From an optimization exercise on the open Yosys and OpenROAD flow, aimed at small area; shortcuts taken in it are not production practice.
Function was checked by simulation only, so behaviour that the tests miss may differ from the original.
Power figures rest on the tool's default switching activity, not on a simulated workload.

===== design/flow/constraint.sdc =====
create_clock -name core_clock -period 10.0 [get_ports {i_clk}]
set_input_delay 2.0000 -clock core_clock [delete_from_list [all_inputs] [get_ports {i_clk}]]
set_output_delay 2.0000 -clock core_clock [all_outputs]
set_load 0.01 [all_outputs]

===== design/flow/config.mk =====
export PLATFORM = sky130hd
export DESIGN_NAME = MemoryGameTopLvl
export DESIGN_NICKNAME = MemoryGameTopLvl
export VERILOG_FILES = /design/flow/design.v
export SDC_FILE = /design/flow/constraint.sdc
export NUM_CORES = 4
export LEC_CHECK = 0
export CAP_MARGIN = 20
export CORE_MARGIN = 2
export CORE_UTILIZATION = 40
export SLEW_MARGIN = 20

===== design/flow/standard.sh =====
#!/bin/bash
# synth_recipe.tcl (not shown) runs the flow's synth.tcl, then flattens the netlist and writes it again
# the make line also repeats each setting of config.mk as NAME=value (left out here)
make -C /OpenROAD-flow-scripts/flow DESIGN_CONFIG=/design/flow/config.mk WORK_HOME=/design/flow/orfs CLKGATE_MAP_FILE= SYNTH_SCRIPT=/design/flow/synth_recipe.tcl "${@:-finish}"

===== design/flow/flow/run.sh =====
#!/bin/bash
export BUFFER_PORTS_ARGS="-buffer_cell sky130_fd_sc_hd__buf_1"
export CTS_ARGS="-sink_clustering_enable -repair_clock_nets -dont_use_dummy_load -buf_list sky130_fd_sc_hd__clkbuf_8 -sink_clustering_size 50 -sink_clustering_max_diameter 300"
bash standard.sh > standard.log 2>&1

===== design/flow/design.v =====
module Lfsr22(
	input i_clk,
	input i_rst,
	output [21:0] o_data);
	localparam [21:0] POL = 22'b1010101010101010101010;
	localparam [21:0] INIT = 22'h3A5C96;
	reg [21:0] r_data;
	wire [21:0] w_q = r_data ^ POL;
	always @(posedge i_clk)
		if (i_rst)
			r_data <= INIT ^ POL;
		else
			r_data <= {w_q[20:0], w_q[21] ~^ w_q[20]} ^ POL;
	assign o_data = r_data;
endmodule
module CountAndToggle(
	input i_clk,
	input i_rst,
	input i_en,
	output o_fall);
	localparam [13:0] Z     = 14'b11101011011100;
	localparam [13:0] TMASK = 14'b00011111111111;
	localparam [13:0] T     = 14'b00000011100011;
	reg [13:0] r_count;
	reg r_toggle, r_toggle_d;
	wire w_det = ((r_count & TMASK) == T);
	always @(posedge i_clk)
	begin
		if (!i_en | w_det)
			r_count <= Z;
		else
			r_count <= {~r_count[12:0], r_count[0] ^ r_count[4] ^ r_count[13]};
		if (i_rst)
			r_toggle <= 1'b0;
		else if (i_en & w_det)
			r_toggle <= ~r_toggle;
		r_toggle_d <= r_toggle;
	end
	assign o_fall = r_toggle_d & ~r_toggle;
endmodule
module DebounceFilter(
	input i_clk,
	input i_rst,
	input i_bouncy,
	output o_debounced,
	output o_fall);
	localparam [12:0] Z     = 13'b0101011010111;
	localparam [12:0] TMASK = 13'b0101110011111;
	localparam [12:0] T     = 13'b0101100011100;
	reg [12:0] r_count;
	reg r_state;
	wire w_det = ((r_count & TMASK) == T);
	wire w_clr = i_rst | (i_bouncy == r_state) | w_det;
	always @(posedge i_clk)
	begin
		if (w_clr)
			r_count <= Z;
		else
			r_count <= {~r_count[11:0], r_count[9] ^ r_count[12]};
		if (i_rst)
			r_state <= 1'b0;
		else if (w_det)
			r_state <= i_bouncy;
	end
	assign o_debounced = r_state;
	assign o_fall = r_state & w_det & ~i_bouncy;
endmodule
module BinaryToSevSeg(
	input [3:0] i_code,
	output [6:0] o_sevseg);
	assign o_sevseg[0] = (~i_code[0] & ~i_code[1] & i_code[2]) | (i_code[0] & ~i_code[1] & ~i_code[2]);
	assign o_sevseg[1] = (~i_code[0] & i_code[1] & i_code[2] & ~i_code[3]) | (i_code[0] & ~i_code[1] & i_code[2]) | (~i_code[2] & i_code[3]);
	assign o_sevseg[2] = (~i_code[0] & i_code[1] & ~i_code[2]) | (i_code[0] & i_code[3]);
	assign o_sevseg[3] = (~i_code[0] & ~i_code[1] & i_code[2]) | (i_code[0] & ~i_code[1] & ~i_code[2]) | (i_code[0] & i_code[1] & i_code[2]) | (i_code[3]);
	assign o_sevseg[4] = (i_code[0]) | (~i_code[1] & i_code[2]);
	assign o_sevseg[5] = (i_code[0] & i_code[1]) | (i_code[0] & ~i_code[2]) | (i_code[1] & ~i_code[2] & ~i_code[3]);
	assign o_sevseg[6] = (i_code[0] & i_code[1] & i_code[2]) | (~i_code[1] & ~i_code[2]);
endmodule
module StateMachineGame(
	input i_clk,
	input i_rst,
	input [4:0] i_sw,
	input [3:0] i_fall,
	input i_tfall,
	input [21:0] i_lfsr,
	output o_count_en,
	output [3:0] o_led,
	output [3:0] o_disp);
	localparam START = 3'd0;
	localparam PATTERN_OFF = 3'd1;
	localparam SHOW_STEP = 3'd2;
	localparam WAIT_PLAYER = 3'd3;
	localparam LOSE = 3'd4;
	localparam WIN = 3'd5;
	localparam [3:0] D_F = 4'b1010;
	localparam [3:0] D_A = 4'b1110;
	localparam [3:0] D_BLANK = 4'b1001;
	reg [2:0] r_state;
	reg [2:0] r_step;
	reg [3:0] r_disp;
	reg r_wr;
	reg r_pdv, r_dv;
	reg [1:0] r_pid, r_id;
	reg [15:0] r_pattern;
	wire [2:0] w_score = r_disp[2:0];
	wire w_start = (r_state == START);
	wire w_show = (r_state == SHOW_STEP);
	wire w_off = (r_state == PATTERN_OFF);
	wire w_wait = (r_state == WAIT_PLAYER);
	wire w_lose = (r_state == LOSE);
	wire w_win = (r_state == WIN);
	reg [1:0] w_entry;
	always @(*)
		case (r_step)
		3'd0: w_entry = {r_pattern[0], ~r_pattern[1]};
		3'd1: w_entry = {r_pattern[2], ~r_pattern[3]};
		3'd2: w_entry = {r_pattern[4], ~r_pattern[5]};
		3'd3: w_entry = {r_pattern[6], ~r_pattern[7]};
		3'd4: w_entry = {r_pattern[8], ~r_pattern[9]};
		3'd5: w_entry = {r_pattern[10], ~r_pattern[11]};
		3'd6: w_entry = {r_pattern[12], ~r_pattern[13]};
		default: w_entry = {r_pattern[14], ~r_pattern[15]};
		endcase
	wire w_last = (w_score == r_step);
	wire w_correct = (r_id == w_entry);
	always @(posedge i_clk)
	begin
		if (i_rst)
			r_state <= START;
		else if (i_sw[4])
			r_state <= START;
		else
			case (r_state)
			START: r_state <= PATTERN_OFF;
			PATTERN_OFF: if (i_tfall) r_state <= SHOW_STEP;
			SHOW_STEP: if (i_tfall) r_state <= w_last ? WAIT_PLAYER : PATTERN_OFF;
			WAIT_PLAYER:
				if (r_dv)
				begin
					if (!w_correct)
						r_state <= LOSE;
					else if (w_last)
						r_state <= (w_score == 3'd7) ? WIN : PATTERN_OFF;
				end
			LOSE: r_state <= LOSE;
			WIN: r_state <= WIN;
			default: r_state <= 3'bxxx;
			endcase
		if (i_rst)
			r_wr <= 1'b1;
		else if (i_sw[4])
			r_wr <= 1'b0;
		else
			r_wr <= w_start | w_lose | w_win |
				(w_wait & r_dv & w_correct & w_last & (w_score != 3'd7));
		if (i_rst)
			r_disp <= D_BLANK;
		else if (r_wr)
			r_disp <= w_lose ? D_F : w_win ? D_A : {1'b0, r_step + 3'd1};
		if (i_rst | w_start)
			r_step <= 3'd7;
		else if (w_off & r_wr)
			r_step <= 3'd0;
		else if (w_show & i_tfall)
			r_step <= w_last ? 3'd0 : r_step + 3'd1;
		else if (w_wait & r_dv & w_correct & !w_last)
			r_step <= r_step + 3'd1;
		if (w_start)
			r_pattern <= i_lfsr[15:0];
		r_pdv <= |i_fall;
		r_pid <= i_fall[0] ? 2'd0 : i_fall[1] ? 2'd1 : i_fall[2] ? 2'd2 : 2'd3;
		r_dv <= r_pdv;
		r_id <= r_pid;
	end
	assign o_count_en = w_off | w_show;
	assign o_led[0] = (w_show & (w_entry == 2'd0)) | i_sw[0];
	assign o_led[1] = (w_show & (w_entry == 2'd1)) | i_sw[1];
	assign o_led[2] = (w_show & (w_entry == 2'd2)) | i_sw[2];
	assign o_led[3] = (w_show & (w_entry == 2'd3)) | i_sw[3];
	assign o_disp = r_disp;
endmodule
module MemoryGameTopLvl(
	input i_clk,
	input i_rst,
	input [4:0] i_sw,
	output [3:0] o_led,
	output [6:0] o_sevseg);
	wire [4:0] w_sw;
	wire [4:0] w_fall;
	wire [21:0] w_lfsr;
	wire [3:0] w_disp;
	wire w_count_en, w_tfall;
	genvar g;
	generate
		for (g = 0; g < 5; g = g + 1)
		begin : debounce
			DebounceFilter debounce_sw(
				.i_clk(i_clk),
				.i_rst(i_rst),
				.i_bouncy(i_sw[g]),
				.o_debounced(w_sw[g]),
				.o_fall(w_fall[g]));
		end
	endgenerate
	Lfsr22 lfsr_inst(
		.i_clk(i_clk),
		.i_rst(i_rst),
		.o_data(w_lfsr));
	CountAndToggle cat_inst(
		.i_clk(i_clk),
		.i_rst(i_rst),
		.i_en(w_count_en),
		.o_fall(w_tfall));
	StateMachineGame state_machine_inst(
		.i_clk(i_clk),
		.i_rst(i_rst),
		.i_sw(w_sw),
		.i_fall(w_fall[3:0]),
		.i_tfall(w_tfall),
		.i_lfsr(w_lfsr),
		.o_count_en(w_count_en),
		.o_led(o_led),
		.o_disp(w_disp));
	BinaryToSevSeg sevseg_inst(
		.i_code(w_disp),
		.o_sevseg(o_sevseg));
endmodule

==> run summary, run 1 <==
Die X 112 um; total detailed-routing wirelength 7.32 mm; clk sink count 141; average detailed-routed wire length per instance 12.1 um; final critical-path required period 4.78 ns; class of the worst hold path flip-flop to flip-flop; Post-DRT Antenna Nets 0; total number of H-tree levels 4; placed wire-length estimate after detailed placement 5.11 mm; final number of max-transition violations 0; Yosys warnings 4; most frequently used flop master after synthesis dfxtp_1; number of diodes 0; average instance area after synthesis 10.7 um^2; run status timing/DRC/antenna clean; library cell occupying the most area in the post-synthesis netlist dfxtp_1; CTS buffer count 17; final hold vios 0; Syn Inst Count 438; met3 GRT Util 4.75%; EDFF count, synth 16; final cycle utilization of the critical path 47.8%; Top Family by Delay on Critical Path simple AND/OR/NAND/NOR gates; Setup Crit Path Kind flip-flop to primary output; CP Max Fanout 11; initial drt markers 148; placed cell area 0.00488 mm^2; total via count after detailed routing 2,915; cell area after technology mapping 0.00467 mm^2; number of antenna violations at the first check in global routing 0; sort of element at the end of the critical path primary output; distinct cell type count of the synthesized netlist 49; actual slew at the worst max-slew pin 0.843 ns; Clk pin slew, worst setup/hold paths 0.06 ns; TritonCTS clock tree yes; routability cong. 0.765; required time of the worst setup path 8.00 ns; global-route usage over all layers 13.0%; largest net degree at the start of global routing 46; fraction of post-synthesis cell area in the top cell type by area 53.6%; first-pass GRT wire length 12.8 mm; signal arrival time at the worst endpoint 2.78 ns; Post-Route Setup TNS 0 ns; FF-to-FF Start state_machine_inst.r_step[2]$_SDFFE_PP1P_; total setup violations reported at the end of the flow 0; net count of the mapped netlist 450; GRT Max-Usage Layer met2; met2 track utilization from global routing 19.2%; cell with the most instances after synthesis dfxtp_1; buffer and inverter count on the worst path 2; hold_buf cts 0; crit start category flip-flop; number of gates resized after CTS 0; share of layout cells above drive strength 1 6.94%; sequential fraction of the synthesis area 63.9%; total I/O pin count 18; Post-CTS Setup Repair Bufs 0; setup repair after global routing missed its margin no; clock root cell clkbuf_8; DR DRC count 0; total grt overflow 0; Filler Cells Inserted 1,122; slowest library cell on the worst path nor4_2; top cells by instance count after synthesis dfxtp_1, nor2_1, nand2_1; critical path, cell by cell inv_1, ha_1, nor4_2, a21oi_1, a32oi_1, nand2_1, o21bai_1, buf_1; Fin Clk Skew 0.0290 ns; number of global-route vias before repair 2,840; Row Count 39; Port Buffers 17; met1 routing resource usage after global routing 16.6%; top cells by area in the synthesized netlist dfxtp_1, edfxtp_1, nor2_1, nand2_1, nand2b_1; FF+latch count, synth 141; NumNets Final 475; share of synthesized registers carrying an async set or reset 0%; die area 0.0126 mm^2; Power, Total 0.975 mW; Highest Clock Rate 0.209 GHz; Placeable Area 0.0114 mm^2; post-detailed-route via-to-cell ratio 4.83; DR pass1 iterations 4; Initial Utilization 40.9%; clock latency on the worst-skew pair 0.44 ns; Peak supply drop 0.000106 V; biggest cell delay along the critical path 0.55 ns; critical path launch point state_machine_inst.r_step[2]$_SDFFE_PP1P_; total power per unit cell area 191 mW/mm^2; summed area of non-filler cells in the final layout 0.00511 mm^2; CTS max path bufs 2; layout-stage area growth over the synthesis result 9.46%; startpoint of the lowest-slack hold path state_machine_inst.r_pid[0]$_SDFF_PP0_; static leakage 1.92 nW; Chip Height 112 um; # Max-Cap Violations 0; Relative slew margins 43.4%
-- layout by cell type, fill, tap and decap left out, drive strengths merged, types with 3 or more instances in the layout --
cell type and count:
dfxtp 125, nor2 63, nand2 62, nand2b 21, clkbuf 18, buf 18
edfxtp 16, xnor2 13, inv 10, a21oi 10, mux2i 8, nand3 8
nor3 8, or3 7, xor2 7, nor2b 6, nor4 6, o21ai 5
ha 5, a31oi 4, o21bai 4, nand3b 4, and3 4, nand4b 3
-- path summary, 6_finish.rpt --
check / to / slack (ns) / cells after the start
hold / removal: state_machine_inst.r_id[0]$_DFF_P_ / 0.33 / 0
setup reg to reg: state_machine_inst.r_step[2]$_SDFFE_PP1P_ / 7.07 / 9
setup / recovery: o_led[2] / 5.22 / 8
hold reg to reg: state_machine_inst.r_id[0]$_DFF_P_ / 0.33 / 0
-- through the flow --
stage | hold WS, ns | utilization (%) | worst slack (ns) | std cells
floorplan | 0.310 | - | 6.05 | 438
global placement | 0.312 | 42.7 | 5.79 | 587
detailed placement | 0.320 | 42.7 | 5.67 | 587
CTS | 0.334 | 44.8 | 5.20 | 604
global route | 0.335 | 44.8 | 5.02 | 604
finish | 0.330 | 44.8 | 5.22 | 604
-- cells by family after synthesis --
kind of cell    count (synthesis)  share of synthesized area (%)
compound gates                 37                           5.97
xor+xnor                       20                           3.91
simple gates                  202                           20.7
mux                            10                           2.20
flops                         141                           63.9
buf+inv                        23                           2.01
fa+ha+maj                       5                           1.34
-- final cells by class --
class | instances | area, um^2 | share of cell area, %
clock buffers | 17 | 234 | 4.58
inverters | 10 | 37.5 | 0.734
multi-input cells | 274 | 1600 | 31.3
flip-flops and latches | 141 | 2980 | 58.3
well taps | 143 | 179 | 3.50
repair buffers | 19 | 80.1 | 1.57
-- sequential cells by signal (all words and copies together), names as in the netlist, 3 cells and up --
| register | count |
|---|---|
| state_machine_inst.r_state | 3 |
| cat_inst.r_count | 14 |
| state_machine_inst.r_disp | 4 |
| debounce.debounce_sw.r_state | 5 |
| lfsr_inst.r_data | 22 |
| state_machine_inst.r_pattern | 16 |
| state_machine_inst.r_step | 3 |
| debounce.debounce_sw.r_count | 65 |
-- power breakdown --
part / switching [mW] / leakage [nW] / internal [mW] / total [mW]
clock network: 0.165 / 0.122 / 0.149 / 0.314
logic: 0.0308 / 0.620 / 0.0222 / 0.0530
registers: 0.0141 / 1.18 / 0.594 / 0.608
total: 0.210 / 1.92 / 0.765 / 0.975
-- routing by layer --
layer  routed length, um  part of all wire, %
met5                   0                    0
met4                 142                  1.9
met3                 346                  4.7
met2                3230                   44
met1                3600                   49
-- worst reg2reg max path, delay by kind of cell, from the launching register on --
family	cells	cell delay (ns)
DFF	1	0.53
and+or+nand+nor	3	1.03
buffers and inverters	1	0.11
xor gates and xnor gates	1	0.23
AOI/OAI and AO/OA	3	0.72
adders and majority gates	1	0.24
==> run 2, diff against run 1 <==
==> design/flow/flow/run.sh (replaced) <==
#!/bin/bash
export BUFFER_PORTS_ARGS="-buffer_cell sky130_fd_sc_hd__buf_1"
export CTS_ARGS="-sink_clustering_enable -repair_clock_nets -dont_use_dummy_load -buf_list sky130_fd_sc_hd__clkbuf_4 -sink_clustering_size 40 -sink_clustering_max_diameter 200"
bash standard.sh > standard.log 2>&1
==> run summary, run 2 <==
register with the most flip-flops debounce.debounce_sw.r_count; top cells by instance count after synthesis dfxtp_1, nor2_1, nand2_1; distinct cell type count of the synthesized netlist 49; final hold vios 0; slowest library cell on the worst path dfxtp_1; critical path, cell by cell inv_1, ha_1, nor4_2, a21oi_1, a32oi_1, nand2_1, o21bai_1, buf_1; EDFF count, synth 16; number of diodes 0; number of placed instances with taps included 587; required time of the worst setup path 8.00 ns; DR DRC count 0; Peak supply drop 0.0000919 V; buffer and inverter count on the worst path 2; Die X 112 um; clock latency on the worst-skew pair 0.53 ns; run status timing/DRC/antenna clean; final cycle utilization of the critical path 48.3%; Chip Height 112 um; Port Buffers 17; Yosys warnings 4; net count of the mapped netlist 450; Post-CTS Setup Repair Bufs 0; total setup violations reported at the end of the flow 0; startpoint of the lowest-slack hold path state_machine_inst.r_pid[0]$_SDFF_PP0_; biggest cell delay along the critical path 0.54 ns; sort of element at the end of the critical path primary output; library cell occupying the most area in the post-synthesis netlist dfxtp_1; initial drt markers 146; average instance area after synthesis 10.7 um^2; share of the core filled with cells in the final layout 43.8%; cell with the most instances after synthesis dfxtp_1; final number of max-transition violations 0; NumNets Final 475; hold_buf cts 0; TritonCTS clock tree yes; setup repair after global routing missed its margin no; clk sink count 141; Fin Clk Skew 0.0518 ns; Row Count 39; Initial Utilization 40.9%; summed area of non-filler cells in the final layout 0.00501 mm^2; total I/O pin count 18; FF-to-FF Start state_machine_inst.r_step[2]$_SDFFE_PP1P_; worst hold path stage count 0; CP Max Fanout 11; largest family of logic cells by synthesized area simple AND/OR/NAND/NOR gates; average detailed-routed wire length per instance 12.0 um; number of antenna violations at the first check in global routing 0; DR pass1 iterations 5; crit start category flip-flop; layout-stage area growth over the synthesis result 7.18%; simple-gate portion of the synthesized area 20.7%; total detailed-routing wirelength 7.27 mm; number of gates resized after CTS 0; Top Family by Delay on Critical Path simple AND/OR/NAND/NOR gates; total number of H-tree levels 4; mux cell area share after synthesis 2.20%; total grt overflow 0; clock root cell clkbuf_4; first-pass GRT wire length 12.7 mm; cell area after technology mapping 0.00467 mm^2; CTS buffer count 17; Setup Crit Path Kind flip-flop to primary output; Filler Cells Inserted 1,121; Highest Clock Rate 0.207 GHz; share of layout cells above drive strength 1 6.94%; non-filler cells, final 604; number of global-route vias before repair 2,821; total via count after detailed routing 2,911; sequential fraction of the synthesis area 63.9%; Placeable Area 0.0114 mm^2; biggest regs debounce.debounce_sw.r_count: 65 flops, lfsr_inst.r_data: 22 flops, state_machine_inst.r_pattern: 16 flops; number of flip-flops under the largest register name 65; leading cell types in the layout, fill and taps excluded dfxtp_1, nor2_1, nand2_1; Post-Route Setup TNS 0 ns; largest net degree at the start of global routing 46; R2R Setup Slk 7.09 ns; Hold Path End state_machine_inst.r_id[0]$_DFF_P_; signal arrival time at the worst endpoint 2.83 ns; FF+latch count, synth 141; actual slew at the worst max-slew pin 0.855 ns; capture instance of the worst register-to-register path state_machine_inst.r_step[2]$_SDFFE_PP1P_; placed wire-length estimate after detailed placement 5.11 mm; placed cell area 0.00488 mm^2; top cells by area in the synthesized netlist dfxtp_1, edfxtp_1, nor2_1, nand2_1, nand2b_1; Synth Area in Compound Gates 5.97%; XOR/XNOR Fraction of Synth Area 3.91%; global-route usage over all layers 12.8%; class of the worst hold path flip-flop to flip-flop; Worst Reg2Reg Path Length in Cells 9; static leakage 1.87 nW; total power per unit cell area 178 mW/mm^2; most common cell after layout, fill and taps aside dfxtp_1; CTS max path bufs 2; share of synthesized registers carrying an async set or reset 0%; Adder-Cell Fraction of Synth Area 1.34%; Syn Inst Count 438; most frequently used flop master after synthesis dfxtp_1; die area 0.0126 mm^2; Worst Hold Margin 0.341 ns; Clk pin slew, worst setup/hold paths 0.09 ns; # Max-Cap Violations 0; post-detailed-route via-to-cell ratio 4.82; fraction of post-synthesis cell area in the top cell type by area 53.6%; Relative slew margins 42.6%; routability cong. 0.765; final critical-path required period 4.83 ns; Post-DRT Antenna Nets 0
## run 2: cell counts after synthesis
Identical to the previous run, type by type.
## run 2: final cells by class
type / count / area [um^2] / area share (%)
Clock buffer: 17 / 128 / 2.55
Sequential cell: 141 / 2980 / 59.6
Inverter: 10 / 37.5 / 0.750
Multi-Input combinational cell: 274 / 1600 / 31.9
Timing Repair Buffer: 19 / 80.1 / 1.60
Tap cell: 143 / 179 / 3.57
## run 2: per-layer routing
layer,vias up,global-route usage (%),wire (um)
met1,1347,16.5,3620
met4,0,6.83,149
met5,-,0,0
li1,1512,-,-
met3,12,4.43,338
met2,40,19.2,3160
## run 2: worst max path at each step
stage	from	to	slack [ns]	cells after the start
after floorplan	state_machine_inst.r_step[1]$_SDFFE_PP1P_	o_led[0]	6.05	7
after global placement	state_machine_inst.r_step[2]$_SDFFE_PP1P_	o_led[2]	5.79	8
after detailed placement	state_machine_inst.r_step[2]$_SDFFE_PP1P_	o_led[2]	5.67	8
after CTS	state_machine_inst.r_step[2]$_SDFFE_PP1P_	o_led[2]	5.11	8
after global routing	state_machine_inst.r_step[2]$_SDFFE_PP1P_	o_led[2]	4.92	8
final	state_machine_inst.r_step[2]$_SDFFE_PP1P_	o_led[2]	5.17	8
## run 2: cells by family after synthesis
logic type	Yosys count
buf+inv	23
simple gates	202
fa+ha+maj	5
mux	10
compound gates	37
flops	141
xor+xnor	20
## run 2: where the power goes
part	internal, mW	switching (mW)
Sequential	0.593	0.0142
Combinational	0.0222	0.0307
Clock	0.0777	0.155
## run 2: through the flow
step	worst slack [ns]	power, mW
after floorplan	6.05	0.658
after global placement	5.79	0.673
after detailed placement	5.67	0.674
after CTS	5.11	0.906
after global routing	4.92	0.937
final	5.17	0.893
## run 2: worst reg2reg max path, stage by stage (launching register included)
cell,delay [ns]
dfxtp_1,0.54
inv_1,0.11
ha_1,0.24
nor4_2,0.54
a21oi_1,0.09
a32oi_1,0.39
xnor2_1,0.24
a41oi_2,0.23
or3_1,0.39
nand3_1,0.09
==> run 3, diff against run 2 <==
==> design/flow/flow/run.sh (replaced) <==
#!/bin/bash
export BUFFER_PORTS_ARGS="-buffer_cell sky130_fd_sc_hd__buf_1"
export CTS_ARGS="-sink_clustering_enable -repair_clock_nets -dont_use_dummy_load -root_buf sky130_fd_sc_hd__clkbuf_8 -buf_list sky130_fd_sc_hd__clkbuf_4 -sink_clustering_size 25 -sink_clustering_max_diameter 150"
bash standard.sh > standard.log 2>&1
==> run summary, run 3 <==
Filler Cells Inserted 1,123; EDFF count, synth 16; Die X 112 um; largest net degree at the start of global routing 46; required time of the worst setup path 8.00 ns; Peak supply drop 0.0000922 V; library cell occupying the most area in the post-synthesis netlist dfxtp_1; actual slew at the worst max-slew pin 0.854 ns; share of synthesized registers carrying an async set or reset 0%; Hold Path End cat_inst.r_count[13]$_SDFF_PP1_; startpoint of the lowest-slack hold path cat_inst.r_count[12]$_SDFF_PP1_; Post-DRT Antenna Nets 0; global-route usage over all layers 12.9%; Power, Total 0.898 mW; Fin Clk Skew 0.0517 ns; M1 wire length 3.61 mm; share of layout cells above drive strength 1 6.94%; top cells by area in the synthesized netlist dfxtp_1, edfxtp_1, nor2_1, nand2_1, nand2b_1; fraction of post-synthesis cell area in the top cell type by area 53.6%; clock root cell clkbuf_8; signal arrival time at the worst endpoint 2.74 ns; total net switching power 0.199 mW; clock latency on the worst-skew pair 0.42 ns; proportion of total power due to net switching 22.2%; R2R Setup Slk 7.09 ns; first-pass GRT wire length 12.7 mm; capture instance of the worst register-to-register path state_machine_inst.r_step[2]$_SDFFE_PP1P_; class of the worst hold path flip-flop to flip-flop; die area 0.0126 mm^2; Row Count 39; total power per unit cell area 179 mW/mm^2; total setup violations reported at the end of the flow 0; number of antenna violations at the first check in global routing 0; crit start category flip-flop; total number of H-tree levels 4; setup repair after global routing missed its margin no; register with the most flip-flops debounce.debounce_sw.r_count; TritonCTS clock tree yes; worst hold path stage count 1; Post-CTS Setup Repair Bufs 0; net count of the mapped netlist 450; routability cong. 0.765; hold_buf cts 0; share of the core filled with cells in the final layout 43.9%; leading cell types in the layout, fill and taps excluded dfxtp_1, nor2_1, nand2_1; Syn Inst Count 438; NumNets Final 475; Setup Crit Path Kind flip-flop to primary output; Chip Height 112 um; number of gates resized after CTS 0; cell area after technology mapping 0.00467 mm^2; run status timing/DRC/antenna clean; sequential fraction of the synthesis area 63.9%; final cycle utilization of the critical path 47.4%; number of flip-flops under the largest register name 65; CP Max Fanout 11; number of diodes 0; initial drt markers 139; average detailed-routed wire length per instance 12.0 um; DR pass1 iterations 5; met3 WL post-DR 306 um; Highest Clock Rate 0.211 GHz; Placeable Area 0.0114 mm^2; total via count after detailed routing 2,901; internal cell power 0.699 mW; FF-to-FF Start state_machine_inst.r_step[2]$_SDFFE_PP1P_; number of global-route vias before repair 2,829; total detailed-routing wirelength 7.24 mm; # Max-Cap Violations 0; final critical-path required period 4.74 ns; Relative slew margins 42.6%; clock network power share 26.5%; layout-stage area growth over the synthesis result 7.31%; most frequently used flop master after synthesis dfxtp_1; DR DRC count 0; Reg power frac 67.6%; top cells by instance count after synthesis dfxtp_1, nor2_1, nand2_1; final number of max-transition violations 0; Port Buffers 17; static leakage 1.88 nW; average instance area after synthesis 10.7 um^2; CTS buffer count 17; Detail Route met2 WL 3.18 mm; total grt overflow 0; Yosys warnings 4; FF+latch count, synth 141; Worst Reg2Reg Path Length in Cells 9; Clk pin slew, worst setup/hold paths 0.10 ns; distinct cell type count of the synthesized netlist 49; final hold vios 0; cell with the most instances after synthesis dfxtp_1; post-detailed-route via-to-cell ratio 4.80; sort of element at the end of the critical path primary output; most common cell after layout, fill and taps aside dfxtp_1; total I/O pin count 18; clk sink count 141; biggest regs debounce.debounce_sw.r_count: 65 flops, lfsr_inst.r_data: 22 flops, state_machine_inst.r_pattern: 16 flops; Comb pwr share 5.9%; top sig layer met4; placed wire-length estimate after detailed placement 5.11 mm; CTS max path bufs 2; Initial Utilization 40.9%; Post-Route Setup TNS 0 ns
run 3: area by class of cell:
class	count	area (um^2)	share of cell area, %
flip-flops and latches	141	2980	59.5
multi-input cells	274	1600	31.9
well taps	143	179	3.57
clock buffers	17	134	2.67
repair buffers	19	80.1	1.60
inverters	10	37.5	0.749
run 3: cells by family (layout without fill, tap and decap cells):
family,Yosys count,count (layout),share of synthesized area [%]
AOI/OAI and AO/OA,37,37,5.97
xor gates and xnor gates,20,20,3.91
adders and majority gates,5,5,1.34
buffers and inverters,23,46,2.01
DFF,141,141,63.9
muxes,10,10,2.20
and+or+nand+nor,202,202,20.7
run 3: per-layer routing:
layer / track usage (%) / vias up
li1: - / 1513
met1: 16.5 / 1338
met2: 19.2 / 41
met3: 4.27 / 9
met4: 7.32 / 0
met5: 0 / -
run 3: worst max-delay path: stages, from the launching register on:
cell and delay [ns]:
dfxtp_1 0.55, inv_1 0.11, ha_1 0.24, nor4_2 0.54, a21oi_1 0.09, a32oi_1 0.39
nand2_1 0.12, o21bai_1 0.15, buf_1 0.17
run 3: stage by stage:
step                      hold slack (ns)  instances  worst slack, ns  instance area (um^2)
after floorplan                     0.310        438             6.05                  4670
after global placement              0.312        587             5.79                  4880
after detailed placement            0.320        587             5.67                  4880
after CTS                           0.339        604             5.24                  5010
after global routing                0.346        604             5.04                  5010
final                               0.341        604             5.26                  5010
run 3: worst max path at each step:
stage,from,to,slack (ns),cells past startpoint
after CTS,state_machine_inst.r_step[2]$_SDFFE_PP1P_,o_led[2],5.24,8
after global placement,state_machine_inst.r_step[2]$_SDFFE_PP1P_,o_led[2],5.79,8
after floorplan,state_machine_inst.r_step[1]$_SDFFE_PP1P_,o_led[0],6.05,7
after global routing,state_machine_inst.r_step[2]$_SDFFE_PP1P_,o_led[2],5.04,8
final,state_machine_inst.r_step[2]$_SDFFE_PP1P_,o_led[2],5.26,8
after detailed placement,state_machine_inst.r_step[2]$_SDFFE_PP1P_,o_led[2],5.67,8
run 3: power by group through the flow:
stage	Clock (mW)	Sequential, mW	Combinational [mW]
2_1_floorplan	0	0.613	0.0445
3_3_place_gp	0	0.620	0.0523
3_5_place_dp	0	0.621	0.0535
4_1_cts	0.250	0.608	0.0538
5_1_grt	0.272	0.611	0.0603
6_report	0.238	0.607	0.0527
==> run 4, diff against run 3 <==
==> design/flow/flow/run.sh (replaced) <==
#!/bin/bash
# Layout flow: the standard ORFS flow (standard.sh) with three changes:
#  - synthesis maps the logic with an area-oriented ABC script (the same
#    Yosys script otherwise, so the registers are the standard ones);
#  - ports are buffered with the smallest buffer;
#  - the clock tree uses small buffers and no dummy loads.
# make's output goes to standard.log, each tool's to ORFS's logs/.
set -e
H=$(pwd)
cp flow/abc_area.script "$H/abc_area.script"
{
  echo "proc abc {args} {"
  echo "  set i [lsearch -exact \$args -script]"
  echo "  if {\$i >= 0} { lset args [expr {\$i + 1}] $H/abc_area.script }"
  echo "  yosys abc {*}\$args"
  echo "}"
  cat synth_recipe.tcl
} > my_synth.tcl
sed "s#SYNTH_SCRIPT=[^ ]*#SYNTH_SCRIPT=$H/my_synth.tcl#" standard.sh > my_standard.sh
export BUFFER_PORTS_ARGS="-buffer_cell sky130_fd_sc_hd__buf_1"
export CTS_ARGS="$(cat flow/cts_args.txt)"
bash my_standard.sh > standard.log 2>&1
==> design/flow/flow/abc_area.script (new file) <==
&get -n
&st
&if -K 6 -a
&mfs
&st
&dch -f
&nf -a -R 1000
&put
&get -n
&st
&dch -f
&nf -a -R 1000
&put
==> design/flow/flow/cts_args.txt (new file) <==
-sink_clustering_enable -repair_clock_nets -dont_use_dummy_load -root_buf sky130_fd_sc_hd__clkbuf_16 -buf_list sky130_fd_sc_hd__clkbuf_4
==> run summary, run 4 <==
number of diodes 0; Comb pwr share 7.4%; NumNets Final 471; Reg power frac 66.3%; Fin Clk Skew 0.0481 ns; total power per unit cell area 192 mW/mm^2; critical path, cell by cell clkinv_1, ha_1, or4_1, o21ai_0, nor3_1, a21oi_1, nor2_1, a21o_1, buf_1; cell area after technology mapping 0.00447 mm^2; Syn Inst Count 421; class of the worst hold path flip-flop to flip-flop; biggest regs debounce.debounce_sw.r_count: 65 flops, lfsr_inst.r_data: 22 flops, state_machine_inst.r_pattern: 16 flops; setup repair after global routing missed its margin no; number of antenna violations at the first check in global routing 0; Clk pin slew, worst setup/hold paths 0.08 ns; Power, Total 0.937 mW; share of the core filled with cells in the final layout 44.7%; internal cell power 0.722 mW; final critical-path required period 4.75 ns; Post-DRT Antenna Nets 0; Chip Height 110 um; Setup Crit Path Kind flip-flop to primary output; slowest library cell on the worst path or4_1; cell with the most instances after synthesis dfxtp_1; Row Count 38; Placeable Area 0.0109 mm^2; total setup violations reported at the end of the flow 0; most common cell after layout, fill and taps aside dfxtp_1; sort of element at the end of the critical path primary output; leading cell types in the layout, fill and taps excluded dfxtp_1, nand2_1, nor2_1; total net switching power 0.215 mW; final cycle utilization of the critical path 47.5%; FF+latch count, synth 141; Yosys warnings 4; actual slew at the worst max-slew pin 0.846 ns; layout-stage area growth over the synthesis result 9.08%; hold_buf cts 0; biggest cell delay along the critical path 0.59 ns; signal arrival time at the worst endpoint 2.75 ns; placed wire-length estimate after detailed placement 5.03 mm; required time of the worst setup path 8.00 ns; initial drt markers 99; largest net degree at the start of global routing 48; Relative slew margins 43.2%; die area 0.0120 mm^2; most frequently used flop master after synthesis dfxtp_1; proportion of total power due to net switching 22.9%; Post-CTS Setup Repair Bufs 0; Post-Route Setup TNS 0 ns; net count of the mapped netlist 433; Port Buffers 17; clk sink count 141; Die X 110 um; crit start category flip-flop; number of global-route vias before repair 2,806; global-route usage over all layers 13.6%; EDFF count, synth 16; total detailed-routing wirelength 7.12 mm; share of layout cells above drive strength 1 4.60%; distinct cell type count of the synthesized netlist 39; # Max-Cap Violations 0; fraction of post-synthesis cell area in the top cell type by area 56.0%; clock root cell clkbuf_16; static leakage 1.76 nW; Top Family by Delay on Critical Path simple AND/OR/NAND/NOR gates; share of synthesized registers carrying an async set or reset 0%; DR pass1 iterations 4; top cells by area in the synthesized netlist dfxtp_1, edfxtp_1, nand2_1, nor2_1, xnor2_1; first-pass GRT wire length 12.4 mm; Peak supply drop 0.000105 V; CTS max path bufs 2; total via count after detailed routing 2,876; CP Max Fanout 8; clock network power share 26.3%; TritonCTS clock tree yes; library cell occupying the most area in the post-synthesis netlist dfxtp_1; CTS buffer count 17; average instance area after synthesis 10.6 um^2; total number of H-tree levels 4; top cells by instance count after synthesis dfxtp_1, nand2_1, nor2_1; number of gates resized after CTS 0; Filler Cells Inserted 1,053; Highest Clock Rate 0.211 GHz; DR DRC count 0; Initial Utilization 41.0%; register with the most flip-flops debounce.debounce_sw.r_count; clock latency on the worst-skew pair 0.35 ns; sequential fraction of the synthesis area 66.8%; Worst Hold Margin 0.331 ns; total grt overflow 0; buffer and inverter count on the worst path 2; routability cong. 0.876; number of flip-flops under the largest register name 65; total I/O pin count 18; average detailed-routed wire length per instance 11.9 um; run status timing/DRC/antenna clean; post-detailed-route via-to-cell ratio 4.82; final hold vios 0; final number of max-transition violations 0
## run 4: through the flow
| step | setup WS, ns | cells | cell area (um^2) |
|---|---|---|---|
| detailed placement | 5.61 | 580 | 4730 |
| floorplan | 5.91 | 421 | 4470 |
| global placement | 5.69 | 580 | 4730 |
| CTS | 5.24 | 597 | 4870 |
| finish | 5.25 | 597 | 4870 |
| global route | 4.98 | 597 | 4870 |
## run 4: final timing paths
| kind | start | end | slack [ns] | cells after the start |
|---|---|---|---|---|
| worst max-delay path | state_machine_inst.r_step[2]$_SDFFE_PP1P_ | o_led[0] | 5.25 | 9 |
| worst min-delay path | state_machine_inst.r_pdv$_DFF_P_ | state_machine_inst.r_dv$_DFF_P_ | 0.33 | 0 |
| worst max register to register | state_machine_inst.r_step[2]$_SDFFE_PP1P_ | state_machine_inst.r_step[0]$_SDFFE_PP1P_ | 6.55 | 13 |
| worst min register to register | state_machine_inst.r_pdv$_DFF_P_ | state_machine_inst.r_dv$_DFF_P_ | 0.33 | 0 |
## run 4: logic make-up (layout without fill, tap and decap cells)
logic type | Yosys count | in the layout | synth area share (%)
AND/OR/NAND/NOR | 192 | 192 | 19.7
XOR/XNOR | 18 | 18 | 3.53
flip-flops | 141 | 141 | 66.8
AO/OA/AOI/OAI | 52 | 52 | 7.51
buffers and inverters | 13 | 49 | 1.09
adder cells (fa/ha/maj) | 5 | 5 | 1.40
## run 4: power by group through the flow
stage                     Sequential, mW  Combinational [mW]  Clock (mW)
final                              0.621              0.0696       0.246
after global routing               0.625              0.0798       0.284
after CTS                          0.621              0.0707       0.259
after detailed placement           0.634              0.0704           0
after global placement             0.634              0.0690           0
after floorplan                    0.629              0.0505           0
## run 4: area by class of cell
class                           instances  area [um^2]  area share (%)
Tap cell                              140          175            3.60
Multi-Input combinational cell        267         1440            29.5
Inverter                               13         48.8            1.00
Sequential cell                       141         2980            61.2
Timing Repair Buffer                   19         80.1            1.64
Clock buffer                           17          145            2.98
## run 4: per-layer routing
metal	global-route usage (%)	up-vias	wire, um
met1	16.2	1314	3470
met2	21.2	44	3160
met5	0	-	0
met4	6.51	0	171
li1	-	1503	-
met3	5.69	15	321
==> run 5, diff against run 4 <==
--- a/design/flow/design.v
+++ b/design/flow/design.v
@@ -2,7 +2,7 @@
 	input i_clk,
 	input i_rst,
 	output [21:0] o_data);
-	localparam [21:0] POL = 22'b1010101010101010101010;
+	localparam [21:0] POL = 22'h2A5494;
 	localparam [21:0] INIT = 22'h3A5C96;
 	reg [21:0] r_data;
 	wire [21:0] w_q = r_data ^ POL;
@@ -69,11 +69,11 @@
 	input [3:0] i_code,
 	output [6:0] o_sevseg);
 	assign o_sevseg[0] = (~i_code[0] & ~i_code[1] & i_code[2]) | (i_code[0] & ~i_code[1] & ~i_code[2]);
-	assign o_sevseg[1] = (~i_code[0] & i_code[1] & i_code[2] & ~i_code[3]) | (i_code[0] & ~i_code[1] & i_code[2]) | (~i_code[2] & i_code[3]);
-	assign o_sevseg[2] = (~i_code[0] & i_code[1] & ~i_code[2]) | (i_code[0] & i_code[3]);
+	assign o_sevseg[1] = ~((~i_code[0] & ~i_code[1]) | (i_code[0] & i_code[1]) | (~i_code[2] & ~i_code[3]));
+	assign o_sevseg[2] = (~i_code[0] & i_code[1] & ~i_code[2]) | (~i_code[1] & i_code[3]);
 	assign o_sevseg[3] = (~i_code[0] & ~i_code[1] & i_code[2]) | (i_code[0] & ~i_code[1] & ~i_code[2]) | (i_code[0] & i_code[1] & i_code[2]) | (i_code[3]);
-	assign o_sevseg[4] = (i_code[0]) | (~i_code[1] & i_code[2]);
-	assign o_sevseg[5] = (i_code[0] & i_code[1]) | (i_code[0] & ~i_code[2]) | (i_code[1] & ~i_code[2] & ~i_code[3]);
+	assign o_sevseg[4] = (i_code[0] & ~i_code[1]) | (i_code[0] & ~i_code[3]) | (~i_code[1] & i_code[2]);
+	assign o_sevseg[5] = (i_code[0] & ~i_code[1] & ~i_code[2]) | (i_code[0] & i_code[1] & i_code[2]) | (i_code[1] & ~i_code[2] & ~i_code[3]);
 	assign o_sevseg[6] = (i_code[0] & i_code[1] & i_code[2]) | (~i_code[1] & ~i_code[2]);
 endmodule
 module StateMachineGame(
@@ -87,14 +87,14 @@
 	output [3:0] o_led,
 	output [3:0] o_disp);
 	localparam START = 3'd0;
-	localparam PATTERN_OFF = 3'd1;
-	localparam SHOW_STEP = 3'd2;
-	localparam WAIT_PLAYER = 3'd3;
+	localparam PATTERN_OFF = 3'd7;
+	localparam SHOW_STEP = 3'd3;
+	localparam WAIT_PLAYER = 3'd1;
 	localparam LOSE = 3'd4;
 	localparam WIN = 3'd5;
-	localparam [3:0] D_F = 4'b1010;
-	localparam [3:0] D_A = 4'b1110;
-	localparam [3:0] D_BLANK = 4'b1001;
+	localparam [3:0] D_F = 4'd10;
+	localparam [3:0] D_A = 4'd11;
+	localparam [3:0] D_BLANK = 4'd9;
 	reg [2:0] r_state;
 	reg [2:0] r_step;
 	reg [3:0] r_disp;
@@ -103,23 +103,25 @@
 	reg [1:0] r_pid, r_id;
 	reg [15:0] r_pattern;
 	wire [2:0] w_score = r_disp[2:0];
-	wire w_start = (r_state == START);
-	wire w_show = (r_state == SHOW_STEP);
-	wire w_off = (r_state == PATTERN_OFF);
-	wire w_wait = (r_state == WAIT_PLAYER);
-	wire w_lose = (r_state == LOSE);
-	wire w_win = (r_state == WIN);
+	wire w_start = (~r_state[0] & ~r_state[2]);
+	wire w_off = (r_state[1] & r_state[2]);
+	wire w_show = (r_state[1] & ~r_state[2]);
+	wire w_wait = (r_state[0] & ~r_state[1] & ~r_state[2]);
+	wire w_lose = (~r_state[0] & r_state[2]);
+	wire w_win = (r_state[0] & ~r_state[1] & r_state[2]);
+	localparam [15:0] PPOL = 16'h5494;
+	wire [15:0] w_pat = r_pattern ^ PPOL;
 	reg [1:0] w_entry;
 	always @(*)
 		case (r_step)
-		3'd0: w_entry = {r_pattern[0], ~r_pattern[1]};
-		3'd1: w_entry = {r_pattern[2], ~r_pattern[3]};
-		3'd2: w_entry = {r_pattern[4], ~r_pattern[5]};
-		3'd3: w_entry = {r_pattern[6], ~r_pattern[7]};
-		3'd4: w_entry = {r_pattern[8], ~r_pattern[9]};
-		3'd5: w_entry = {r_pattern[10], ~r_pattern[11]};
-		3'd6: w_entry = {r_pattern[12], ~r_pattern[13]};
-		default: w_entry = {r_pattern[14], ~r_pattern[15]};
+		3'd0: w_entry = {w_pat[0], w_pat[1]};
+		3'd1: w_entry = {w_pat[2], w_pat[3]};
+		3'd2: w_entry = {w_pat[4], w_pat[5]};
+		3'd3: w_entry = {w_pat[6], w_pat[7]};
+		3'd4: w_entry = {w_pat[8], w_pat[9]};
+		3'd5: w_entry = {w_pat[10], w_pat[11]};
+		3'd6: w_entry = {w_pat[12], w_pat[13]};
+		default: w_entry = {w_pat[14], w_pat[15]};
 		endcase
 	wire w_last = (w_score == r_step);
 	wire w_correct = (r_id == w_entry);
@@ -144,7 +146,7 @@
 				end
 			LOSE: r_state <= LOSE;
 			WIN: r_state <= WIN;
-			default: r_state <= 3'bxxx;
+			default: r_state <= START;
 			endcase
 		if (i_rst)
 			r_wr <= 1'b1;
@@ -156,14 +158,12 @@
 		if (i_rst)
 			r_disp <= D_BLANK;
 		else if (r_wr)
-			r_disp <= w_lose ? D_F : w_win ? D_A : {1'b0, r_step + 3'd1};
-		if (i_rst | w_start)
-			r_step <= 3'd7;
-		else if (w_off & r_wr)
+			r_disp <= w_lose ? D_F : w_win ? D_A : {1'b0, r_step};
+		if (i_rst | w_start | (w_off & r_wr))
 			r_step <= 3'd0;
 		else if (w_show & i_tfall)
 			r_step <= w_last ? 3'd0 : r_step + 3'd1;
-		else if (w_wait & r_dv & w_correct & !w_last)
+		else if (w_wait & r_dv & w_correct)
 			r_step <= r_step + 3'd1;
 		if (w_start)
 			r_pattern <= i_lfsr[15:0];
@@ -172,7 +172,7 @@
 		r_dv <= r_pdv;
 		r_id <= r_pid;
 	end
-	assign o_count_en = w_off | w_show;
+	assign o_count_en = (r_state[1]);
 	assign o_led[0] = (w_show & (w_entry == 2'd0)) | i_sw[0];
 	assign o_led[1] = (w_show & (w_entry == 2'd1)) | i_sw[1];
 	assign o_led[2] = (w_show & (w_entry == 2'd2)) | i_sw[2];
==> design/flow/flow/run.sh (replaced) <==
#!/bin/bash
# Layout flow: the standard ORFS flow (standard.sh) with three changes:
#  - synthesis maps the logic with an area-oriented ABC script and without
#    ORFS's half/full adder extraction (the same Yosys script otherwise, so
#    the registers are the standard ones);
#  - ports are buffered with the smallest buffer;
#  - the clock tree uses small buffers and no dummy loads.
# make's output goes to standard.log, each tool's to ORFS's logs/.
set -e
H=$(pwd)
cp flow/abc_area.script "$H/abc_area.script"
{
  echo "proc abc {args} {"
  echo "  set i [lsearch -exact \$args -script]"
  echo "  if {\$i >= 0} { lset args [expr {\$i + 1}] $H/abc_area.script }"
  echo "  yosys abc {*}\$args"
  echo "}"
  cat synth_recipe.tcl
} > my_synth.tcl
sed "s#SYNTH_SCRIPT=[^ ]*#SYNTH_SCRIPT=$H/my_synth.tcl ADDER_MAP_FILE=#" standard.sh > my_standard.sh
export BUFFER_PORTS_ARGS="-buffer_cell sky130_fd_sc_hd__buf_1"
export CTS_ARGS="$(cat flow/cts_args.txt)"
bash my_standard.sh > standard.log 2>&1
==> design/flow/flow/abc_area.script (replaced) <==
&get -n
&st
&synch2
&if -K 6 -a
&mfs
&st
&dch -f
&nf -a -R 1000
&put
&get -n
&st
&dch -f
&nf -a -R 1000
&put
==> design/flow/flow/cts_args.txt (replaced) <==
-sink_clustering_enable -repair_clock_nets -dont_use_dummy_load -root_buf sky130_fd_sc_hd__clkbuf_8 -buf_list sky130_fd_sc_hd__clkbuf_4
==> run summary, run 5 <==
run status timing/DRC/antenna clean; combined area of the multi-input logic cells 0.00137 mm^2; post-detailed-route via-to-cell ratio 4.87; final critical-path required period 4.41 ns; Die X 109 um; Clk pin slew, worst setup/hold paths 0.10 ns; register area 0.00298 mm^2; total power per unit cell area 227 mW/mm^2; TritonCTS clock tree yes; GRT Max-Usage Layer met2; placed wire-length estimate after detailed placement 5.07 mm; sequential fraction of the synthesis area 68.3%; average instance area after synthesis 10.6 um^2; hold_buf cts 0; class of the worst hold path flip-flop to flip-flop; final cycle utilization of the critical path 44.1%; clock latency on the worst-skew pair 0.40 ns; CTS max path bufs 2; biggest cell delay along the critical path 0.53 ns; Port Buffers 17; library cell occupying the most area in the post-synthesis netlist dfxtp_1; FF-to-FF Start state_machine_inst.r_step[1]$_SDFFE_PP0P_; Post-Route Setup TNS 0 ns; largest net degree at the start of global routing 42; first-pass GRT wire length 12.9 mm; Filler Cells Inserted 1,064; Syn Inst Count 414; global-route usage over all layers 14.3%; sort of element at the end of the critical path primary output; critical path launch point state_machine_inst.r_step[1]$_SDFFE_PP0P_; Post-CTS Setup Repair Bufs 0; actual slew at the worst max-slew pin 0.802 ns; DR pass1 iterations 5; routability cong. 0.880; Worst Reg2Reg Path Length in Cells 13; number of flip-flops under the largest register name 65; met2 track utilization from global routing 21.8%; Initial Utilization 40.7%; total setup violations reported at the end of the flow 0; layout-stage area growth over the synthesis result 8.90%; capture instance of the worst register-to-register path state_machine_inst.r_step[1]$_SDFFE_PP0P_; # Max-Cap Violations 0; number of antenna violations at the first check in global routing 0; crit start category flip-flop; number of gates resized after CTS 0; critical path, cell by cell clkinv_1, nor2_1, a22o_1, a21oi_1, o21ai_0, o21ai_0, nor2_1, a31o_1, buf_1; CTS buffer count 17; initial drt markers 148; met3 GRT Util 5.36%; Post-DRT Antenna Nets 0; number of global-route vias before repair 2,761; Row Count 38; static leakage 1.70 nW; net count of the mapped netlist 421; cell area after technology mapping 0.00437 mm^2; Highest Clock Rate 0.227 GHz; share of layout cells above drive strength 1 4.44%; Peak supply drop 0.000112 V; fraction of post-synthesis cell area in the top cell type by area 57.3%; CP Max Fanout 9; Setup Crit Path Kind flip-flop to primary output; clk sink count 141; biggest regs debounce.debounce_sw.r_count: 65 flops, lfsr_inst.r_data: 22 flops, state_machine_inst.r_pattern: 16 flops; clock root cell clkbuf_8; met1 routing resource usage after global routing 18.5%; EDFF count, synth 16; die area 0.0118 mm^2; total I/O pin count 18; most frequently used flop master after synthesis dfxtp_1; endpoint of the most critical setup path o_led[3]; share of synthesized registers carrying an async set or reset 0%; total grt overflow 0; total via count after detailed routing 2,874; distinct cell type count of the synthesized netlist 39; final hold vios 0; slowest library cell on the worst path dfxtp_1; most common cell after layout, fill and taps aside dfxtp_1; top cells by instance count after synthesis dfxtp_1, nor2_1, nand2_1; Placeable Area 0.0107 mm^2; FF+latch count, synth 141; number of diodes 0; final number of max-transition violations 0; total detailed-routing wirelength 7.46 mm; average detailed-routed wire length per instance 12.6 um; Chip Height 109 um; R2R Setup Slk 6.99 ns; signal arrival time at the worst endpoint 2.41 ns; total number of H-tree levels 4; Fin Clk Skew 0.0393 ns; leading cell types in the layout, fill and taps excluded dfxtp_1, nor2_1, nand2_1; required time of the worst setup path 8.00 ns; NumNets Final 459; register with the most flip-flops debounce.debounce_sw.r_count; Power, Total 1.08 mW; setup repair after global routing missed its margin no; Yosys warnings 4; DR DRC count 0; cell with the most instances after synthesis dfxtp_1; top cells by area in the synthesized netlist dfxtp_1, edfxtp_1, nor2_1, nand2_1, xnor2_1; Relative slew margins 46.1%
==> run 5: changes by cell type in the layout (fill, tap and decap cells not counted), sizes merged, moves of 3 or more <==
| cell | change |
|---|---|
| clkinv | -8 |
| nand4 | +3 |
| nand2b | -11 |
| nand3 | +8 |
| a22oi | -3 |
| nor3 | -5 |
| o21ai | +5 |
| ha | -5 |
| xor2 | -3 |
| nor2 | +9 |
==> run 5: logic make-up after synthesis <==
family | share of synthesized area [%]
muxes | 0.458
xor gates and xnor gates | 3.21
and+or+nand+nor | 19.7
buffers and inverters | 0.429
AOI/OAI and AO/OA | 7.99
DFF | 68.3
==> run 5: critical path, delay by kind of cell (launching register included) <==
| family | cells | cell delay [ns] |
|---|---|---|
| compound gates | 5 | 0.79 |
| flops | 1 | 0.53 |
| simple gates | 2 | 0.38 |
| buf+inv | 2 | 0.34 |
==> run 5: stage by stage <==
| stage | instance area [um^2] | setup slack (ns) | util, % | hold WS, ns | cells |
|---|---|---|---|---|---|
| 2_1_floorplan | 4370 | 6.48 | - | 0.310 | 414 |
| 3_3_place_gp | 4630 | 6.18 | 43.0 | 0.313 | 573 |
| 3_5_place_dp | 4630 | 6.02 | 43.0 | 0.313 | 573 |
| 4_1_cts | 4760 | 5.61 | 44.3 | 0.336 | 590 |
| 5_1_grt | 4760 | 5.32 | 44.3 | 0.353 | 590 |
| 6_report | 4760 | 5.59 | 44.3 | 0.336 | 590 |
==> run 5: routing by layer <==
layer	routed length, um	up-vias
met4	104	0
met2	3340	35
met3	245	6
met1	3770	1339
li1	-	1494
met5	0	-
==> run 5: how the worst min path moves through the flow <==
| stage | endpoint | cells past startpoint | startpoint |
|---|---|---|---|
| 2_1_floorplan | state_machine_inst.r_dv$_DFF_P_ | 0 | state_machine_inst.r_pdv$_DFF_P_ |
| 3_5_place_dp | state_machine_inst.r_id[0]$_DFF_P_ | 0 | state_machine_inst.r_pid[0]$_SDFF_PP0_ |
| 4_1_cts | state_machine_inst.r_id[0]$_DFF_P_ | 0 | state_machine_inst.r_pid[0]$_SDFF_PP0_ |
| 3_3_place_gp | state_machine_inst.r_id[1]$_DFF_P_ | 0 | state_machine_inst.r_pid[1]$_SDFF_PP0_ |
| 6_report | state_machine_inst.r_id[1]$_DFF_P_ | 0 | state_machine_inst.r_pid[1]$_SDFF_PP0_ |
| 5_1_grt | state_machine_inst.r_id[0]$_DFF_P_ | 0 | state_machine_inst.r_pid[0]$_SDFF_PP0_ |
==> run 5: final cells by class <==
type | instances | share of cell area (%)
sequential | 141 | 62.7
multi-input combinational | 268 | 28.8
tap | 140 | 3.68
clock buffer | 17 | 2.81
timing repair buffer | 19 | 1.68
inverter | 5 | 0.394
==> run 5: report_power, final <==
part           internal, mW  total (mW)  leakage (nW)  switching, mW
Clock                0.0835       0.239        0.0808          0.155
Sequential            0.641       0.692          1.18         0.0514
Combinational        0.0584       0.149         0.438         0.0906
==> run 6, diff against run 5 <==
==> design/flow/flow/cts_args.txt (replaced) <==
-sink_clustering_enable -repair_clock_nets -dont_use_dummy_load -root_buf sky130_fd_sc_hd__clkbuf_16 -buf_list {sky130_fd_sc_hd__clkbuf_2 sky130_fd_sc_hd__clkbuf_4 sky130_fd_sc_hd__clkbuf_8}
==> run summary, run 6 <==
Fin Clk Skew 0.0237 ns; Placement Setup Slack 6.02 ns; post-detailed-route via-to-cell ratio 4.86; clock latency on the worst-skew pair 0.36 ns; number of global-route vias before repair 2,764; routability cong. 0.880; critical path launch point state_machine_inst.r_step[1]$_SDFFE_PP0P_; EDFF count, synth 16; initial drt markers 143; share of layout cells above drive strength 1 4.44%; final hold vios 0; Power, Total 1.17 mW; total number of H-tree levels 4; total detailed-routing wirelength 7.49 mm; CTS buffer count 17; leading cell types in the layout, fill and taps excluded dfxtp_1, nor2_1, nand2_1; FF+latch count, synth 141; total grt overflow 0; clk sink count 141; largest net degree at the start of global routing 42; most frequently used flop master after synthesis dfxtp_1; Final WS setup 5.64 ns; first-pass GRT wire length 13.0 mm; Die X 109 um; top cells by instance count after synthesis dfxtp_1, nor2_1, nand2_1; most common cell after layout, fill and taps aside dfxtp_1; sort of element at the end of the critical path primary output; actual slew at the worst max-slew pin 0.797 ns; CP Max Fanout 9; number of antenna violations at the first check in global routing 0; number of gates resized after CTS 0; placed cell area 0.00463 mm^2; die area 0.0118 mm^2; register with the most flip-flops debounce.debounce_sw.r_count; share of synthesized registers carrying an async set or reset 0%; number of placed instances with taps included 573; Row Count 38; final cycle utilization of the critical path 43.6%; final critical-path required period 4.36 ns; average instance area after synthesis 10.6 um^2; Yosys warnings 4; DR pass1 iterations 4; endpoint of the most critical setup path o_led[3]; layout-stage area growth over the synthesis result 11.5%; cell with the most instances after synthesis dfxtp_1; run status timing/DRC/antenna clean; library cell occupying the most area in the post-synthesis netlist dfxtp_1; Relative slew margins 46.5%; share of the core filled with cells in the final layout 45.3%; capture instance of the worst register-to-register path state_machine_inst.r_step[1]$_SDFFE_PP0P_; Peak supply drop 0.000108 V; Placeable Area 0.0107 mm^2; TritonCTS clock tree yes; net count of the mapped netlist 421; static leakage 1.75 nW; Clk pin slew, worst setup/hold paths 0.06 ns; cell area after technology mapping 0.00437 mm^2; slowest library cell on the worst path dfxtp_1; R2R Setup Slk 6.99 ns; average detailed-routed wire length per instance 12.7 um; number of diodes 0; DR DRC count 0; Post-Route Setup TNS 0 ns; Setup Crit Path Kind flip-flop to primary output; Port Buffers 17; crit start category flip-flop; Worst Reg2Reg Path Length in Cells 13; final number of max-transition violations 0; total setup violations reported at the end of the flow 0; # Max-Cap Violations 0; critical path, cell by cell clkinv_1, nor2_1, a22o_1, a21oi_1, o21ai_0, o21ai_0, nor2_1, a31o_1, buf_1; distinct cell type count of the synthesized netlist 39; total via count after detailed routing 2,870; FF-to-FF Start state_machine_inst.r_step[1]$_SDFFE_PP0P_; sequential fraction of the synthesis area 68.3%; global-route usage over all layers 14.6%; Post-DRT Antenna Nets 0; Chip Height 109 um; NumNets Final 459; number of flip-flops under the largest register name 65; fraction of post-synthesis cell area in the top cell type by area 57.3%; signal arrival time at the worst endpoint 2.36 ns; Initial Utilization 40.7%; total I/O pin count 18; biggest cell delay along the critical path 0.51 ns; class of the worst hold path flip-flop to flip-flop; CTS max path bufs 2; Post-CTS Setup Repair Bufs 0; summed area of non-filler cells in the final layout 0.00487 mm^2; hold_buf cts 0; Syn Inst Count 414; total power per unit cell area 240 mW/mm^2; setup repair after global routing missed its margin no; required time of the worst setup path 8.00 ns; Highest Clock Rate 0.229 GHz; Worst Hold Margin 0.327 ns; clock root cell clkbuf_16; placed wire-length estimate after detailed placement 5.07 mm; top cells by area in the synthesized netlist dfxtp_1, edfxtp_1, nor2_1, nand2_1, xnor2_1; biggest regs debounce.debounce_sw.r_count: 65 flops, lfsr_inst.r_data: 22 flops, state_machine_inst.r_pattern: 16 flops; non-filler cells, final 590
[run 6: worst max-delay path, delay by kind of cell (launching register included)]
family	cells	cell delay, ns
compound gates	5	0.79
buf+inv	2	0.34
flops	1	0.51
simple gates	2	0.38
[run 6: worst min path at each step]
stage / from / end / slack, ns / cells past startpoint
after floorplan: state_machine_inst.r_pdv$_DFF_P_ / state_machine_inst.r_dv$_DFF_P_ / 0.31 / 0
after global placement: state_machine_inst.r_pid[1]$_SDFF_PP0_ / state_machine_inst.r_id[1]$_DFF_P_ / 0.31 / 0
after detailed placement: state_machine_inst.r_pid[0]$_SDFF_PP0_ / state_machine_inst.r_id[0]$_DFF_P_ / 0.31 / 0
after CTS: state_machine_inst.r_pid[0]$_SDFF_PP0_ / state_machine_inst.r_id[0]$_DFF_P_ / 0.33 / 0
after global routing: state_machine_inst.r_pid[0]$_SDFF_PP0_ / state_machine_inst.r_id[0]$_DFF_P_ / 0.35 / 0
final: state_machine_inst.r_pid[0]$_SDFF_PP0_ / state_machine_inst.r_id[0]$_DFF_P_ / 0.33 / 0
[run 6: cell type report]
cell class / instances / area [um^2]
fillers: 1048 / 5870
well taps: 140 / 175
repair buffers: 19 / 80.1
inverters: 5 / 18.8
clock buffers: 17 / 245
flip-flops and latches: 141 / 2980
multi-input cells: 268 / 1370
[run 6: cells by family (layout without fill, tap and decap cells)]
family | Yosys count | count (layout) | share of synthesized area (%)
compound gates | 55 | 55 | 7.99
xor+xnor | 16 | 16 | 3.21
buf+inv | 5 | 41 | 0.429
flops | 141 | 141 | 68.3
mux | 2 | 2 | 0.458
simple gates | 195 | 195 | 19.7
[run 6: report_power, final]
group / leakage, nW / internal [mW] / switching (mW)
Combinational: 0.438 / 0.0584 / 0.0907
Clock: 0.127 / 0.160 / 0.167
Sequential: 1.18 / 0.641 / 0.0514
[run 6: layer usage]
layer / GRT usage [%] / up-vias / wire, um
li1: - / 1490 / -
met1: 18.6 / 1346 / 3750
met5: 0 / - / 0
met2: 21.8 / 30 / 3420
met3: 6.09 / 4 / 265
met4: 5.77 / 0 / 64
==> run 7, diff against run 6 <==
==> design/flow/flow/cts_args.txt (replaced) <==
-sink_clustering_enable -repair_clock_nets -dont_use_dummy_load -root_buf sky130_fd_sc_hd__clkbuf_16 -buf_list sky130_fd_sc_hd__clkbuf_4
==> run summary, run 7 <==
library cell occupying the most area in the post-synthesis netlist dfxtp_1; number of gates resized after CTS 0; Post-DRT Antenna Nets 0; cell area after technology mapping 0.00437 mm^2; Initial Utilization 40.7%; Setup Crit Path Kind flip-flop to primary output; final cycle utilization of the critical path 43.5%; register with the most flip-flops debounce.debounce_sw.r_count; DR DRC count 0; routability cong. 0.880; top cells by area in the synthesized netlist dfxtp_1, edfxtp_1, nor2_1, nand2_1, xnor2_1; actual slew at the worst max-slew pin 0.802 ns; DR pass1 iterations 4; share of layout cells above drive strength 1 4.44%; share of synthesized registers carrying an async set or reset 0%; fraction of post-synthesis cell area in the top cell type by area 57.3%; number of antenna violations at the first check in global routing 0; Clk pin slew, worst setup/hold paths 0.10 ns; average detailed-routed wire length per instance 12.6 um; Reg power frac 63.5%; sort of element at the end of the critical path primary output; total via count after detailed routing 2,869; total power per unit cell area 228 mW/mm^2; placed wire-length estimate after detailed placement 5.07 mm; most common cell after layout, fill and taps aside dfxtp_1; Peak supply drop 0.000112 V; mux cell area share after synthesis 0.458%; clk sink count 141; number of diodes 0; distinct cell type count of the synthesized netlist 39; XOR/XNOR Fraction of Synth Area 3.21%; total number of H-tree levels 4; most frequently used flop master after synthesis dfxtp_1; CP Max Fanout 9; number of flip-flops under the largest register name 65; internal cell power 0.792 mW; Highest Clock Rate 0.230 GHz; largest family of logic cells by synthesized area simple AND/OR/NAND/NOR gates; Adder-Cell Fraction of Synth Area 0%; Comb pwr share 13.7%; Post-CTS Setup Repair Bufs 0; Yosys warnings 4; Placeable Area 0.0107 mm^2; die area 0.0118 mm^2; first-pass GRT wire length 12.9 mm; clock network power share 22.8%; EDFF count, synth 16; Die X 109 um; Relative slew margins 46.1%; signal arrival time at the worst endpoint 2.35 ns; Power, Total 1.09 mW; top cells by instance count after synthesis dfxtp_1, nor2_1, nand2_1; total I/O pin count 18; run status timing/DRC/antenna clean; CTS max path bufs 2; Chip Height 109 um; TritonCTS clock tree yes; non-filler cells, final 590; Port Buffers 17; biggest regs debounce.debounce_sw.r_count: 65 flops, lfsr_inst.r_data: 22 flops, state_machine_inst.r_pattern: 16 flops; cell with the most instances after synthesis dfxtp_1; sequential fraction of the synthesis area 68.3%; final critical-path required period 4.35 ns; NumNets Final 459; total net switching power 0.297 mW; average instance area after synthesis 10.6 um^2; number of global-route vias before repair 2,759; total detailed-routing wirelength 7.44 mm; simple-gate portion of the synthesized area 19.7%; post-detailed-route via-to-cell ratio 4.86; FF+latch count, synth 141; crit start category flip-flop; global-route usage over all layers 14.3%; net count of the mapped netlist 421; clock latency on the worst-skew pair 0.36 ns; required time of the worst setup path 8.00 ns; # Max-Cap Violations 0; Row Count 38; static leakage 1.71 nW; clock root cell clkbuf_16; final hold vios 0; proportion of total power due to net switching 27.3%; class of the worst hold path flip-flop to flip-flop; initial drt markers 147; leading cell types in the layout, fill and taps excluded dfxtp_1, nor2_1, nand2_1; total setup violations reported at the end of the flow 0; Filler Cells Inserted 1,062; CTS buffer count 17; hold_buf cts 0; number of placed instances with taps included 573; Synth Area in Compound Gates 7.99%; setup repair after global routing missed its margin no; layout-stage area growth over the synthesis result 9.16%; Fin Clk Skew 0.0401 ns; Syn Inst Count 414; final number of max-transition violations 0; Post-Route Setup TNS 0 ns; total grt overflow 0; largest net degree at the start of global routing 42
==> run 7: cell counts after synthesis <==
Identical to the previous run, type by type.
==> run 7: cells by family (layout without fill, tap and decap cells) <==
| logic type | count (synthesis) | count (layout) |
|---|---|---|
| DFF | 141 | 141 |
| buffers and inverters | 5 | 41 |
| muxes | 2 | 2 |
| AOI/OAI and AO/OA | 55 | 55 |
| and+or+nand+nor | 195 | 195 |
| xor gates and xnor gates | 16 | 16 |
==> run 7: metal layers <==
layer | vias to the layer above | part of all wire, % | wire length (um) | GRT usage (%)
met5 | - | 0 | 0 | 0
met4 | 0 | 1.4 | 102 | 5.49
met3 | 6 | 3.3 | 246 | 5.18
met2 | 34 | 45 | 3360 | 21.8
met1 | 1335 | 50 | 3740 | 18.5
li1 | 1494 | - | - | -
==> run 7: power by group through the flow <==
stage / Sequential, mW / Clock [mW] / Combinational, mW
4_1_cts: 0.691 / 0.262 / 0.150
6_report: 0.692 / 0.248 / 0.149
3_3_place_gp: 0.702 / 0 / 0.147
2_1_floorplan: 0.686 / 0 / 0.110
5_1_grt: 0.700 / 0.284 / 0.173
3_5_place_dp: 0.704 / 0 / 0.149
==> run 7: metrics by stage <==
step                      hold slack, ns  area [um^2]  util, %  setup WS, ns
after CTS                          0.336         4770     44.4          5.67
after global routing               0.353         4770     44.4          5.38
after detailed placement           0.313         4630     43.0          6.02
final                              0.336         4770     44.4          5.65
after floorplan                    0.310         4370        -          6.48
after global placement             0.313         4630     43.0          6.18
==> run 7: final cells by class <==
type | count | area (um^2) | area share, %
inverter | 5 | 18.8 | 0.393
tap | 140 | 175 | 3.67
timing repair buffer | 19 | 80.1 | 1.68
clock buffer | 17 | 145 | 3.04
multi-input combinational | 268 | 1370 | 28.7
sequential | 141 | 2980 | 62.5
==> run 7: final timing paths <==
path | end | slack [ns] | depth (start not counted) | start
setup / recovery | o_led[3] | 5.65 | 9 | state_machine_inst.r_step[1]$_SDFFE_PP0P_
hold reg to reg | state_machine_inst.r_id[1]$_DFF_P_ | 0.34 | 0 | state_machine_inst.r_pid[1]$_SDFF_PP0_
setup reg to reg | state_machine_inst.r_step[1]$_SDFFE_PP0P_ | 7.01 | 13 | state_machine_inst.r_step[1]$_SDFFE_PP0P_
hold / removal | state_machine_inst.r_id[1]$_DFF_P_ | 0.34 | 0 | state_machine_inst.r_pid[1]$_SDFF_PP0_
==> run 7: worst max-delay path, cell delays in order (launching register included) <==
cell and delay (ns):
dfxtp_1 0.51, clkinv_1 0.18, nor2_1 0.17, a22o_1 0.16, a21oi_1 0.06, o21ai_0 0.11, o21ai_0 0.27, nor2_1 0.21
a31o_1 0.19, buf_1 0.16

==> re-timing with driven ports <==
Ports are ideal in the flow. The routed layouts listed here were re-timed in OpenROAD.
Step 1 sets driving cells, clkbuf_16 on the clock port and buf_2 on the other inputs (assumed; they add their load-dependent delay and slew).
Step 2 times the ports against the registers' clock, not the clock port: input delays grow and output delays shrink by t, the midpoint of the rising clock arrivals with the driver on.
Slacks: no drivers / after step 1 / after step 2; pairs: no drivers / after step 1.
run	t, ns	slack for setup (ns)	latest minus earliest clock arrival (ns)	worst register clock-pin slew, ns	pins driven straight from the clock port
run 1	0.456	5.219 / 5.186 / 5.642	0.031 / 0.030	0.08 / 0.08	1
run 2	0.534	5.172 / 5.140 / 5.674	0.053 / 0.054	0.13 / 0.13	1
run 3	0.427	5.262 / 5.231 / 5.658	0.054 / 0.053	0.12 / 0.12	1
run 4	0.372	5.250 / 5.214 / 5.585	0.059 / 0.059	0.12 / 0.12	1
run 5	0.413	5.593 / 5.560 / 5.973	0.041 / 0.042	0.12 / 0.12	1
run 6	0.386	5.637 / 5.600 / 5.986	0.024 / 0.024	0.08 / 0.08	1
run 7	0.373	5.654 / 5.617 / 5.990	0.043 / 0.043	0.12 / 0.12	1
After both steps every run listed still meets setup and hold.
